This design comes from an exercise in tuning for small area on the open sky130 flow, not from production work.
Only simulation tests tie the RTL to the original design; equivalence was not proved.
The clock port is modelled as an ideal driver, which makes a skipped or thinned clock tree look cheaper than it is; a real chip needs a root buffer or a tree.
Power and IR drop assume default switching activity.

==> module clock_divider, before the edit <==
module clock_divider(
    input clk,
    input por,
    input rst,
    output reg clk_2hz,
    output reg clk_1hz,
    output fast_step,
    output reg clk_blink
);
    localparam [8:0] MASK = 9'b010101010;
    wire clr = por | rst;
    reg [2:0] fast_x;
    wire [2:0] fast = fast_x ^ 3'b010;
    assign fast_step = fast[2] & fast[0];
    reg [7:0] x_2hz;
    reg [8:0] x_1hz, x_blink;
    wire [7:0] s_2hz = x_2hz ^ MASK[7:0];
    wire [8:0] s_1hz = x_1hz ^ MASK;
    wire [8:0] s_blink = x_blink ^ MASK;
    localparam [8:0] ONE_HZ_START = 9'b011101110;
    wire end_2hz = {s_2hz[7:4], s_2hz[2:0]} == 7'b1111000;
    wire end_1hz = {s_1hz[8:7], s_1hz[5:3], s_1hz[1:0]} == 7'b1111111;
    wire end_blink = {s_blink[8], s_blink[6:3], s_blink[1:0]} == 7'b1111111;
    function [8:0] step;
        input [8:0] s;
        step = {s[7:0], s[8] ~^ s[3]};
    endfunction
    wire [7:0] n_2hz = (clr | end_2hz) ? 8'd0 : {s_2hz[6:0], s_2hz[7] ^ ~(s_2hz[0] & s_2hz[4])};
    wire [8:0] n_1hz = (clr | end_1hz) ? ONE_HZ_START : step(s_1hz);
    wire [8:0] n_blink = (clr | end_blink) ? 9'd0 : step(s_blink);
    wire [2:0] n_fast = clr ? 3'b000 : {fast[1:0], ~fast[2]};
    always @(posedge clk) begin
        x_2hz <= n_2hz ^ MASK[7:0];
        x_1hz <= n_1hz ^ MASK;
        x_blink <= n_blink ^ MASK;
        fast_x <= n_fast ^ 3'b010;
        if (clr) begin
            clk_2hz <= 0;
            clk_1hz <= 0;
            clk_blink <= 0;
        end else begin
            clk_2hz <= clk_2hz ^ end_2hz;
            clk_1hz <= clk_1hz ^ end_1hz;
            clk_blink <= clk_blink ^ end_blink;
        end
    end
endmodule
export LEC_CHECK = 0
export CAP_MARGIN = 20
export CORE_MARGIN = 2
export CORE_UTILIZATION = 70
export SLEW_MARGIN = 20
create_clock -name core_clock -period 10.0 [get_ports {clk}]
standard.sh (not shown) runs the stock make flow with config.mk's settings and CLKGATE_MAP_FILE= SYNTH_SCRIPT=/design/flow/synth_recipe.tcl, a recipe that flattens the netlist after the stock synthesis.
==> flow/flow/run.sh <==
#!/bin/bash
set -euo pipefail
W=$(pwd)
F=$W/flow

{
  head -n 1 synth_recipe.tcl
  cat "$F/multi_abc.tcl"
  tail -n +2 synth_recipe.tcl
} > "$W/own_synth.tcl"
export OWN_ABC_DIR="$F/abc"

ARGS=(
  "SYNTH_SCRIPT=$W/own_synth.tcl"
  "ADDER_MAP_FILE="
  "BUFFER_PORTS_ARGS=-buffer_cell sky130_fd_sc_hd__buf_1"
  "PRE_CTS_TCL=$F/cts_own.tcl"
)

bash "$W/standard.sh" "${ARGS[@]}" synth > "$W/log_synth.txt" 2>&1
bash "$W/standard.sh" "${ARGS[@]}" finish > "$W/log_layout.txt" 2>&1
Other scripts of this flow, unchanged in this note and not shown: flow/flow/abc/a.script, flow/flow/abc/b.script, flow/flow/abc/d.script, flow/flow/abc/ds10_0.script, flow/flow/abc/ds10_1.script, flow/flow/abc/ds10_2.script, flow/flow/abc/ds10_3.script, flow/flow/abc/ds10_4.script, flow/flow/abc/ds10_5.script, flow/flow/abc/ds10_6.script, flow/flow/abc/ds10_7.script, flow/flow/abc/e.script, flow/flow/abc/x10.script, flow/flow/abc/x13.script, flow/flow/abc/x14.script, flow/flow/abc/x17.script, flow/flow/abc/x19.script, flow/flow/abc/x8.script, flow/flow/cts_own.tcl, flow/flow/multi_abc.tcl
Change:
--- a/flow/design.v
+++ b/flow/design.v
@@ -28,7 +28,6 @@
     wire [8:0] s_1hz = x_1hz ^ MASK;
     wire [8:0] s_blink = x_blink ^ MASK;
-    localparam [8:0] ONE_HZ_START = 9'b011101110;
     wire end_2hz = {s_2hz[7:4], s_2hz[2:0]} == 7'b1111000;
-    wire end_1hz = {s_1hz[8:7], s_1hz[5:3], s_1hz[1:0]} == 7'b1111111;
+    wire end_1hz = s_1hz == 9'b010000111;
     wire end_blink = {s_blink[8], s_blink[6:3], s_blink[1:0]} == 7'b1111111;
     function [8:0] step;
@@ -37,5 +36,5 @@
     endfunction
     wire [7:0] n_2hz = (clr | end_2hz) ? 8'd0 : {s_2hz[6:0], s_2hz[7] ^ ~(s_2hz[0] & s_2hz[4])};
-    wire [8:0] n_1hz = (clr | end_1hz) ? ONE_HZ_START : step(s_1hz);
+    wire [8:0] n_1hz = (clr | end_1hz) ? 9'd0 : step(s_1hz);
     wire [8:0] n_blink = (clr | end_blink) ? 9'd0 : step(s_blink);
     wire [2:0] n_fast = clr ? 3'b000 : {fast[1:0], ~fast[2]};
=> The changed run went through all stages and came out clean; final area is about the same; power stays flat; synthesized cell count came out higher by about 0.33%; fmax came out lower by about 2.4%; worst setup slack is worse by 88 ps; register-to-register slack is worse by 20 ps; clock skew came out lower by 15 ps; sequential share of layout area barely changes; die area hardly moves.
In every run of this note, the design's own scripts or RTL, not TritonCTS, make the clock network.

## re-timing with driven ports
Ports are ideal in the flow. The routed layouts listed here were re-timed in OpenROAD. Step 1 assumes that a clkbuf_16 drives the clock port and a buf_2 every other input. Step 2 adds t to the input delays and takes it off the output delays; t is the mean of the earliest and latest rising clock arrival at the registers after step 1. Input paths then give back, and output paths get back, about the clock's delay inside the block. a / b / c = ideal / step 1 / step 2; a / b = the first two.
run	t, ns	slack for setup (ns)	worst hold slack (ns)	slew at the worst register clock pin (ns)
the first run	0.196	6.358 / 6.401 / 6.206	0.381 / 0.381 / 0.381	0.11 / 0.11
the second run	0.192	6.270 / 6.312 / 6.120	0.376 / 0.376 / 0.376	0.10 / 0.10
After both steps every run listed still meets setup and hold. The setup slack of the first run, which loses most, moves by +0.043 ns with the drivers and by -0.152 ns with both steps.
